From an optimization exercise on the open Yosys and OpenROAD flow, aimed at small area; shortcuts taken in it are not production practice.
The RTL was checked by simulation tests, not by an equivalence proof against the original design.
The flow treats the clock pin as an ideal source, which a real chip does not have.
Power figures rest on the tool's default switching activity, not on a simulated workload.

==> flow/design.v <==
`timescale 1ns / 1ps
module SevenSegmentLED_(clk,rst,code_in,last,AN_Out,C_Out);
input clk,rst;
input [2:0] code_in;
output [2:0] last;          
output reg [7:0] AN_Out;
output reg [6:0] C_Out;
reg [6:0] clkCounter;
reg [2:0] code;
reg [2:0] nlast;            
assign last = ~nlast;
wire slow_tick = &clkCounter[4:0];
always @ (posedge clk or posedge rst)
begin
    if (rst) begin
        clkCounter <= 7'b0110101;
        nlast <= 3'd0;
        code <= 3'b000;
    end else begin
        clkCounter <= {clkCounter[5:0], (clkCounter[6] ^ clkCounter[2]) & ~slow_tick};
        if (slow_tick) begin
            nlast <= nlast - 3'd1;
            code <= code_in;
        end
    end
end
always @*
begin
    case (code)
    3'b000: C_Out = 7'b0000000;
    3'b100: C_Out = 7'b1000000;
    3'b101: C_Out = 7'b1111001;
    3'b001: C_Out = 7'b0100100;
    3'b010: C_Out = 7'b0110000;
    3'b011: C_Out = 7'b0001100;
    default: C_Out = 7'b1111111;
    endcase
    if (code == 3'b000)
        AN_Out = 8'h00;
    else if (code == 3'b110)
        AN_Out = 8'hff;
    else
        case (last)
        3'd0: AN_Out = 8'hfe;
        3'd3: AN_Out = 8'hf7;
        3'd4: AN_Out = 8'hef;
        3'd7: AN_Out = 8'h7f;
        default: AN_Out = 8'hff;
        endcase
end
endmodule
`timescale 1ns / 1ps
module SevenLEDDemo_(clk,rst,squash,p0,p1,AN_Out,C_Out);
input clk,rst;
input squash;
input [1:0] p0;
input [1:0] p1;
output [7:0] AN_Out;
output [6:0] C_Out;
wire [2:0] last;            
reg [2:0] code;             
SevenSegmentLED_ SevenSegmentLED(.clk(clk),.rst(rst),.code_in(code),.last(last),.AN_Out(AN_Out),.C_Out(C_Out));
wire p0_3 = (p0 == 2'b10), p1_3 = (p1 == 2'b10);
wire [2:0] dig0 = {~p0[1], p0[1] & ~p0[0], p0[0]};
wire [2:0] dig1 = {~p1[1], p1[1] & ~p1[0], p1[0]};
always @ (posedge clk)
begin
    if (squash)
        code <= (last == 3'd6) ? dig0 : 3'b110;
    else
        case (last)
        3'd7, 3'd1: code <= dig1;
        3'd2:       code <= p1_3 ? 3'b001 : p0_3 ? 3'b101 : 3'b111;
        3'd3:       code <= (p0_3 | p1_3) ? 3'b011 : 3'b111;
        3'd4:       code <= (p0 == 2'b00 && p1 == 2'b01) ? 3'b110 : dig0;
        3'd6:       code <= dig0;
        default:    code <= 3'b110;
        endcase
end
endmodule
`timescale 1ns / 1ps
module clk_divider_(
    input clk_in,
    input rst,
    input [1:0] bs_next,    
    output tick             
    );
reg [9:0] s;
assign tick = (s[9:3] == 7'b1110000) & (s[1:0] == 2'b00);
always @(posedge clk_in or posedge rst)
    if (rst)
        s <= 10'b0010100011;
    else if (tick)
        case (bs_next)
            2'b00: s <= 10'b1110101011;
            2'b01: s <= 10'b0110000111;
            2'b11: s <= 10'b1100101111;
            default: s <= 10'b1100001001;
        endcase
    else
        s <= {s[8:0], s[9] ^ s[2]};
endmodule
`timescale 1ns / 1ps
module lights2_(
    input clock, reset,
    input tick,             
    input squash,
    input [1:0] hits,       
    output [15:0] lights,
    output reg [1:0] score0,
    output reg [1:0] score1,
    output [1:0] bs_next
    );
    reg won;
    reg [3:0] k;
    reg fwd;                
    reg server;
    reg [1:0] er0, er1;
    reg [1:0] bs;
    wire h0 = hits[0], h1 = hits[1], h = h0 | h1, sq = squash;
    wire e0 = er0 == 2'b10;           
    wire e1 = er1 == 2'b10;           
    wire x  = e0 | e1;
    wire s0 = score0 == 2'b10;
    wire s1 = score1 == 2'b10;
    wire kz = k == 4'd0;
    wire kf = k == 4'd15;
    wire play    = ~won & ~x & ~s0 & ~s1;     
    wire win0    = ~won & ~x & s0;
    wire win1    = ~won & ~x & s1;
    wire hit0    = play & kz & fwd & h0;
    wire miss0   = play & kz & fwd & ~h0;
    wire serve0  = play & kz & ~fwd & h0;
    wire leave15 = play & kf & (sq | h1);
    wire hit1    = play & kf & ~sq & h1;
    wire miss1   = play & kf & ~sq & ~fwd & ~h1;
    wire mid     = play & ~kz & ~kf;
    wire restart = won & h;
    wire to0  = (e0 & sq) | (~e0 & e1) | (miss0 & sq) | ((miss0 | miss1) & ~server) |
                (restart & (k[0] | sq));
    wire to15 = (e0 & ~sq) | ((miss0 | miss1) & ~sq & server) | (restart & ~k[0] & ~sq);
    wire up   = serve0 | hit0 | (mid & ~fwd);
    wire down = leave15 | (mid & fwd);
    wire clr_e  = x | win0 | win1;
    wire clr_s  = (e0 & sq) | (miss0 & sq) | restart;
    wire inc_s0 = (~e0 & e1) | (hit0 & sq) | miss1;
    wire inc_s1 = (e0 & ~sq) | (miss0 & ~sq);
    wire brst = clr_e | miss0 | miss1 | restart;
    wire binc = hit0 | hit1;
    assign bs_next = brst ? 2'b00 : binc ? {bs[1] | bs[0], ~bs[1]} : bs;
    function [1:0] jinc(input [1:0] v);
        jinc = {v[0], ~v[1]};
    endfunction
    assign lights = won ? {16{k[0]}} : (16'd1 << k);
    always @(posedge clock or posedge reset) begin
        if (reset) begin
            won <= 1'b0; k <= 4'd0; fwd <= 1'b0; server <= 1'b0;
            er0 <= 2'd0; er1 <= 2'd0; score0 <= 2'd0; score1 <= 2'd0; bs <= 2'd0;
        end else if (tick) begin
            if (to0) begin won <= 1'b0; k <= 4'd0; fwd <= 1'b0; end
            else if (to15) begin won <= 1'b0; k <= 4'd15; fwd <= 1'b1; end
            else if (win0) begin won <= 1'b1; k[0] <= 1'b0; end
            else if (win1) begin won <= 1'b1; k[0] <= 1'b1; end
            else if (up) begin k <= k + 4'd1; fwd <= 1'b0; end
            else if (down) begin k <= k - 4'd1; fwd <= 1'b1; end
            if (clr_e) begin er0 <= 2'b00; er1 <= 2'b00; end
            else if (mid) begin
                if (h0) er0 <= jinc(er0);
                if (h1) er1 <= jinc(er1);
            end
            if (clr_s) begin score0 <= 2'b00; score1 <= 2'b00; end
            else begin
                if (inc_s0) score0 <= jinc(score0);
                if (inc_s1) score1 <= jinc(score1);
            end
            if (miss0 & sq) server <= 1'b0;
            else if (miss0 | miss1) server <= 1'b1;
            bs <= bs_next;
        end
    end
endmodule
`timescale 1ns / 1ps
module newfinalmodule2_(clk, squash, reset, hits, lights_tolight, AN_Out, C_Out);
    input clk, squash, reset;
    input [1:0] hits;
    output [15:0] lights_tolight;
    output [7:0] AN_Out;
    output [6:0] C_Out;
    wire tick;
    wire [1:0] bs_next;
    wire [1:0] score0, score1;
    lights2_ LIGHTS(.clock(clk), .reset(reset), .tick(tick), .squash(squash), .hits(hits),
                    .lights(lights_tolight), .score0(score0), .score1(score1), .bs_next(bs_next));
    clk_divider_ MAINCLK(.clk_in(clk), .rst(reset), .bs_next(bs_next), .tick(tick));
    SevenLEDDemo_ DISPLAY(.clk(clk), .rst(reset), .squash(squash), .p0(score0), .p1(score1),
                          .AN_Out(AN_Out), .C_Out(C_Out));
endmodule
==> flow/config.mk <==
export PLATFORM = sky130hd
export DESIGN_NAME = newfinalmodule2_
export DESIGN_NICKNAME = newfinalmodule2_
export VERILOG_FILES = /design/flow/design.v
export SDC_FILE = /design/flow/constraint.sdc
export NUM_CORES = 4
export LEC_CHECK = 0
export CAP_MARGIN = 20
export CORE_MARGIN = 2
export CORE_UTILIZATION = 40
export SLEW_MARGIN = 20
==> flow/constraint.sdc <==
create_clock -name core_clock -period 10.0 [get_ports {clk}]
set_input_delay 2.0000 -clock core_clock [delete_from_list [all_inputs] [get_ports {clk}]]
set_output_delay 2.0000 -clock core_clock [all_outputs]
set_load 0.01 [all_outputs]
standard.sh (not shown) runs the stock make flow with config.mk's settings and CLKGATE_MAP_FILE= SYNTH_SCRIPT=/design/flow/synth_recipe.tcl, a recipe that flattens the netlist after the stock synthesis.
==> flow/flow/run.sh <==
#!/bin/bash
# Layout flow: the standard synthesis, then an area-oriented re-mapping of its
# combinational logic with Yosys/ABC (the registers keep their cells and
# names; the smallest of several ABC runs is kept), then the standard layout
# with port buffers of the smallest buffer, a clock tree of clkbuf_4 cells
# without dummy loads, and clkbuf_8 in place of the tree buffers whose
# flip-flops would otherwise see too slow a clock edge.
# Each tool writes its full output to a log file of its own in this folder.
set -euo pipefail
RES=orfs/results/${FLOW_PLATFORM}/newfinalmodule2_/base
LIB=${FLOW_HOME}/platforms/sky130hd/lib/sky130_fd_sc_hd__tt_025C_1v80.lib
export TMPDIR=$PWD/tmp
mkdir -p $TMPDIR
LAYOUT_ARGS=("BUFFER_PORTS_ARGS=-buffer_cell sky130_fd_sc_hd__buf_1"
  "CTS_ARGS=-sink_clustering_enable -repair_clock_nets -dont_use_dummy_load -buf_list sky130_fd_sc_hd__clkbuf_4 -root_buf sky130_fd_sc_hd__clkbuf_4")

bash standard.sh synth > 1_synth_standard.log 2>&1

# re-map the combinational logic
cp $RES/1_2_yosys.v 1_2_yosys_standard.v
python3 flow/remap.py $LIB 1_2_yosys_standard.v remap_in.v > remap_convert.log 2>&1
run_remap() {
  local tag=$1 seed=$2 input=$3
  sed "s/@SEED@/$seed/" flow/area.abc > remap_$tag.abc
  cat > remap_$tag.ys <<EOT
read_liberty -lib $LIB
read_verilog $input
hierarchy -top $FLOW_TOP
proc; opt -purge
techmap; opt -purge
abc -liberty $LIB $(cat flow/dont_use.txt) -script $PWD/remap_$tag.abc
opt_clean -purge
hilomap -singleton -hicell sky130_fd_sc_hd__conb_1 HI -locell sky130_fd_sc_hd__conb_1 LO
splitnets
insbuf -buf sky130_fd_sc_hd__buf_1 A X
opt_clean -purge
tee -o remap_$tag.stat stat -liberty $LIB
check -assert
write_verilog -noattr -noexpr -nohex -nodec remap_out_$tag.v
EOT
  yosys -s remap_$tag.ys > remap_yosys_$tag.log 2>&1 || true
}
best=""; best_area=""
pick() {
  local tag=$1
  [[ -f remap_out_$tag.v ]] || return 0
  local a=$(sed -n "s/.*Chip area for module .*: //p" remap_$tag.stat | tail -1)
  echo "$tag area $a" >> remap_choice.log
  if [[ -z "$best" ]] || awk "BEGIN{exit !($a < $best_area)}"; then best=$tag; best_area=$a; fi
}
# pass 1: from the standard synthesis, 12 seeds, 4 at a time
for round in "1 2 3 4" "5 6 7 8" "9 10 11 12"; do
  for s in $round; do run_remap p1s$s $s remap_in.v & done
  wait
done
for s in 1 2 3 4 5 6 7 8 9 10 11 12; do pick p1s$s; done
# pass 2: from the best of pass 1, 8 seeds
python3 flow/remap.py $LIB remap_out_$best.v remap_in2.v > remap_convert2.log 2>&1
for round in "1 2 3 4" "5 6 7 8"; do
  for s in $round; do run_remap p2s$s $s remap_in2.v & done
  wait
done
for s in 1 2 3 4 5 6 7 8; do pick p2s$s; done
python3 flow/remap.py $LIB remap_out_$best.v remap_in3.v > remap_convert3.log 2>&1
for round in "1 2 3 4" "5 6 7 8"; do
  for s in $round; do run_remap p3s$s $s remap_in3.v & done
  wait
done
for s in 1 2 3 4 5 6 7 8; do pick p3s$s; done
echo "kept $best area $best_area" >> remap_choice.log
cp remap_out_$best.v $RES/1_2_yosys.v
rm -f $RES/1_synth.odb $RES/1_synth.sdc
bash standard.sh synth > 1_synth_odb.log 2>&1

bash standard.sh "${LAYOUT_ARGS[@]}" cts > 2_layout_to_cts.log 2>&1
openroad -no_init -exit flow/clock_buffers.tcl > 3_clock_buffers.log 2>&1
bash standard.sh "${LAYOUT_ARGS[@]}" finish > 4_layout_finish.log 2>&1
Other scripts of this flow, unchanged in this note and not shown: flow/flow/area.abc, flow/flow/clock_buffers.tcl, flow/flow/dont_use.txt, flow/flow/remap.py
The baseline finished clean.
Then changed:
--- a/flow/flow/run.sh
+++ b/flow/flow/run.sh
@@ -64,6 +63,0 @@
-python3 flow/remap.py $LIB remap_out_$best.v remap_in3.v > remap_convert3.log 2>&1
-for round in "1 2 3 4" "5 6 7 8"; do
-  for s in $round; do run_remap p3s$s $s remap_in3.v & done
-  wait
-done
-for s in 1 2 3 4 5 6 7 8; do pick p3s$s; done
Global-route usage rises by 1.0 points.
Design area rises by 0.55%.
Total power falls by 32%.

---

Starts from the design.v that is shown in full above.
clock: 10.0 ns
lec_check: 0
cap_margin: 20
core_margin: 2
core_utilization: 40
slew_margin: 20
==> flow/flow/run.sh <==
#!/bin/bash
# Layout flow: the standard synthesis, then an area-oriented re-mapping of its
# combinational logic with Yosys/ABC (the registers keep their cells and
# names; the smallest of several ABC runs is kept), then the standard layout
# with port buffers of the smallest buffer, a clock tree of clkbuf_4 cells
# without dummy loads, and clkbuf_8 in place of the tree buffers whose
# flip-flops would otherwise see too slow a clock edge.
# Each tool writes its full output to a log file of its own in this folder.
set -euo pipefail
RES=orfs/results/${FLOW_PLATFORM}/newfinalmodule2_/base
LIB=${FLOW_HOME}/platforms/sky130hd/lib/sky130_fd_sc_hd__tt_025C_1v80.lib
export TMPDIR=$PWD/tmp
mkdir -p $TMPDIR
LAYOUT_ARGS=("BUFFER_PORTS_ARGS=-buffer_cell sky130_fd_sc_hd__buf_1"
  "CTS_ARGS=-sink_clustering_enable -repair_clock_nets -dont_use_dummy_load -buf_list sky130_fd_sc_hd__clkbuf_4 -root_buf sky130_fd_sc_hd__clkbuf_4")

bash standard.sh synth > 1_synth_standard.log 2>&1

# re-map the combinational logic
cp $RES/1_2_yosys.v 1_2_yosys_standard.v
python3 flow/remap.py $LIB 1_2_yosys_standard.v remap_in.v > remap_convert.log 2>&1
run_remap() {
  local tag=$1 seed=$2 input=$3
  sed "s/@SEED@/$seed/" flow/area.abc > remap_$tag.abc
  cat > remap_$tag.ys <<EOT
read_liberty -lib $LIB
read_verilog $input
hierarchy -top $FLOW_TOP
proc; opt -purge
techmap; opt -purge
abc -liberty $LIB $(cat flow/dont_use.txt) -script $PWD/remap_$tag.abc
opt_clean -purge
hilomap -singleton -hicell sky130_fd_sc_hd__conb_1 HI -locell sky130_fd_sc_hd__conb_1 LO
splitnets
insbuf -buf sky130_fd_sc_hd__buf_1 A X
opt_clean -purge
tee -o remap_$tag.stat stat -liberty $LIB
check -assert
write_verilog -noattr -noexpr -nohex -nodec remap_out_$tag.v
EOT
  yosys -s remap_$tag.ys > remap_yosys_$tag.log 2>&1 || true
}
best=""; best_area=""
pick() {
  local tag=$1
  [[ -f remap_out_$tag.v ]] || return 0
  local a=$(sed -n "s/.*Chip area for module .*: //p" remap_$tag.stat | tail -1)
  echo "$tag area $a" >> remap_choice.log
  if [[ -z "$best" ]] || awk "BEGIN{exit !($a < $best_area)}"; then best=$tag; best_area=$a; fi
}
# pass 1: from the standard synthesis, 12 seeds, 4 at a time
for round in "1 2 3 4" "5 6 7 8" "9 10 11 12"; do
  for s in $round; do run_remap p1s$s $s remap_in.v & done
  wait
done
for s in 1 2 3 4 5 6 7 8 9 10 11 12; do pick p1s$s; done
# pass 2: from the best of pass 1, 8 seeds
python3 flow/remap.py $LIB remap_out_$best.v remap_in2.v > remap_convert2.log 2>&1
for round in "1 2 3 4" "5 6 7 8"; do
  for s in $round; do run_remap p2s$s $s remap_in2.v & done
  wait
done
for s in 1 2 3 4 5 6 7 8; do pick p2s$s; done
python3 flow/remap.py $LIB remap_out_$best.v remap_in3.v > remap_convert3.log 2>&1
for round in "1 2 3 4" "5 6 7 8"; do
  for s in $round; do run_remap p3s$s $s remap_in3.v & done
  wait
done
for s in 1 2 3 4 5 6 7 8; do pick p3s$s; done
python3 flow/remap.py $LIB remap_out_$best.v remap_in4.v > remap_convert4.log 2>&1
for round in "1 2 3 4" "5 6 7 8"; do
  for s in $round; do run_remap p4s$s $s remap_in4.v & done
  wait
done
for s in 1 2 3 4 5 6 7 8; do pick p4s$s; done
echo "kept $best area $best_area" >> remap_choice.log
cp remap_out_$best.v $RES/1_2_yosys.v
rm -f $RES/1_synth.odb $RES/1_synth.sdc
bash standard.sh synth > 1_synth_odb.log 2>&1

bash standard.sh "${LAYOUT_ARGS[@]}" cts > 2_layout_to_cts.log 2>&1
openroad -no_init -exit flow/clock_buffers.tcl > 3_clock_buffers.log 2>&1
bash standard.sh "${LAYOUT_ARGS[@]}" finish > 4_layout_finish.log 2>&1
Other scripts of this flow, unchanged in this note and not shown: flow/flow/area.abc, flow/flow/clock_buffers.tcl, flow/flow/dont_use.txt, flow/flow/remap.py
Edit:
==> flow/flow/run.sh (replaced) <==
#!/bin/bash
# Layout flow: the standard synthesis, then an area-oriented re-mapping of its
# combinational logic with Yosys/ABC (the registers keep their cells and
# names; the smallest of several ABC runs is kept), then the standard layout
# with port buffers of the smallest buffer, a clock tree of clkbuf_4 cells
# without dummy loads, and clkbuf_8 in place of the tree buffers whose
# flip-flops would otherwise see too slow a clock edge.
# Each tool writes its full output to a log file of its own in this folder.
set -euo pipefail
RES=orfs/results/${FLOW_PLATFORM}/newfinalmodule2_/base
LIB=${FLOW_HOME}/platforms/sky130hd/lib/sky130_fd_sc_hd__tt_025C_1v80.lib
export TMPDIR=$PWD/tmp
mkdir -p $TMPDIR
LAYOUT_ARGS=("BUFFER_PORTS_ARGS=-buffer_cell sky130_fd_sc_hd__buf_1"
  "CTS_ARGS=-sink_clustering_enable -repair_clock_nets -dont_use_dummy_load -buf_list sky130_fd_sc_hd__clkbuf_4 -root_buf sky130_fd_sc_hd__clkbuf_4")

bash standard.sh synth > 1_synth_standard.log 2>&1

# re-map the combinational logic
cp $RES/1_2_yosys.v 1_2_yosys_standard.v
python3 flow/remap.py $LIB 1_2_yosys_standard.v remap_in.v > remap_convert.log 2>&1
run_remap() {
  local seed=$1
  sed "s/@SEED@/$seed/" flow/area.abc > remap_$seed.abc
  cat > remap_$seed.ys <<EOT
read_liberty -lib $LIB
read_verilog remap_in.v
hierarchy -top $FLOW_TOP
proc; opt -purge
techmap; opt -purge
abc -liberty $LIB $(cat flow/dont_use.txt) -script $PWD/remap_$seed.abc
opt_clean -purge
hilomap -singleton -hicell sky130_fd_sc_hd__conb_1 HI -locell sky130_fd_sc_hd__conb_1 LO
splitnets
insbuf -buf sky130_fd_sc_hd__buf_1 A X
opt_clean -purge
tee -o remap_$seed.stat stat -liberty $LIB
check -assert
write_verilog -noattr -noexpr -nohex -nodec remap_out_$seed.v
EOT
  yosys -s remap_$seed.ys > remap_yosys_$seed.log 2>&1 || true
}
for round in "1 2 3 4" "5 6 7 8" "9 10 11 12"; do
  for s in $round; do run_remap $s & done
  wait
done
best=""; best_area=""
for s in 1 2 3 4 5 6 7 8 9 10 11 12; do
  [[ -f remap_out_$s.v ]] || continue
  a=$(sed -n "s/.*Chip area for module .*: //p" remap_$s.stat | tail -1)
  echo "seed $s area $a" >> remap_choice.log
  if [[ -z "$best" ]] || awk "BEGIN{exit !($a < $best_area)}"; then best=$s; best_area=$a; fi
done
echo "kept seed $best area $best_area" >> remap_choice.log
cp remap_out_$best.v $RES/1_2_yosys.v
rm -f $RES/1_synth.odb $RES/1_synth.sdc
bash standard.sh synth > 1_synth_odb.log 2>&1

bash standard.sh "${LAYOUT_ARGS[@]}" cts > 2_layout_to_cts.log 2>&1
openroad -no_init -exit flow/clock_buffers.tcl > 3_clock_buffers.log 2>&1
bash standard.sh "${LAYOUT_ARGS[@]}" finish > 4_layout_finish.log 2>&1
Result:
- The new run produced a clean layout
- final area went up by 1.2%
- power goes up by 4.3%
- synthesized area grows by 1.2%
- non-clock buffer count stays the same
- sequential power hardly moves
- wire length increases by 5.3%

separate check: timing with driven ports:
Ports are ideal in the flow. The routed layouts listed here were re-timed in OpenROAD.
Step 1: set_driving_cell puts a clkbuf_16 on clk and a buf_2 on each other input, an assumption about the parent block.
Step 2 adds t to the input delays and takes it off the output delays; t is the mean of the earliest and latest rising clock arrival at the registers after step 1. Input paths then give back, and output paths get back, about the clock's delay inside the block.
Three values: no drivers, after step 1, after step 2; two values: the first two.
| run | t, ns | setup slack, ns | worst hold slack (ns) | worst data-port slew with drivers (ns) |
|---|---|---|---|---|
| the first run of note 1 | 0.341 | 5.674 / 5.674 / 5.649 | 0.368 / 0.368 / 0.368 | 0.03 |
| the second run of note 1 | 0.355 | 6.192 / 6.169 / 6.150 | 0.370 / 0.370 / 0.370 | 0.03 |
| the first run of note 2 | 0.341 | 5.674 / 5.674 / 5.649 | 0.368 / 0.368 / 0.368 | 0.03 |
| the second run of note 2 | 0.352 | 6.165 / 6.170 / 5.818 | 0.371 / 0.371 / 0.371 | 0.03 |
After both steps setup and hold are still met in every run listed. The setup slack of the second run of note 2, which loses most, moves by +0.005 ns with the drivers and by -0.347 ns with both steps.
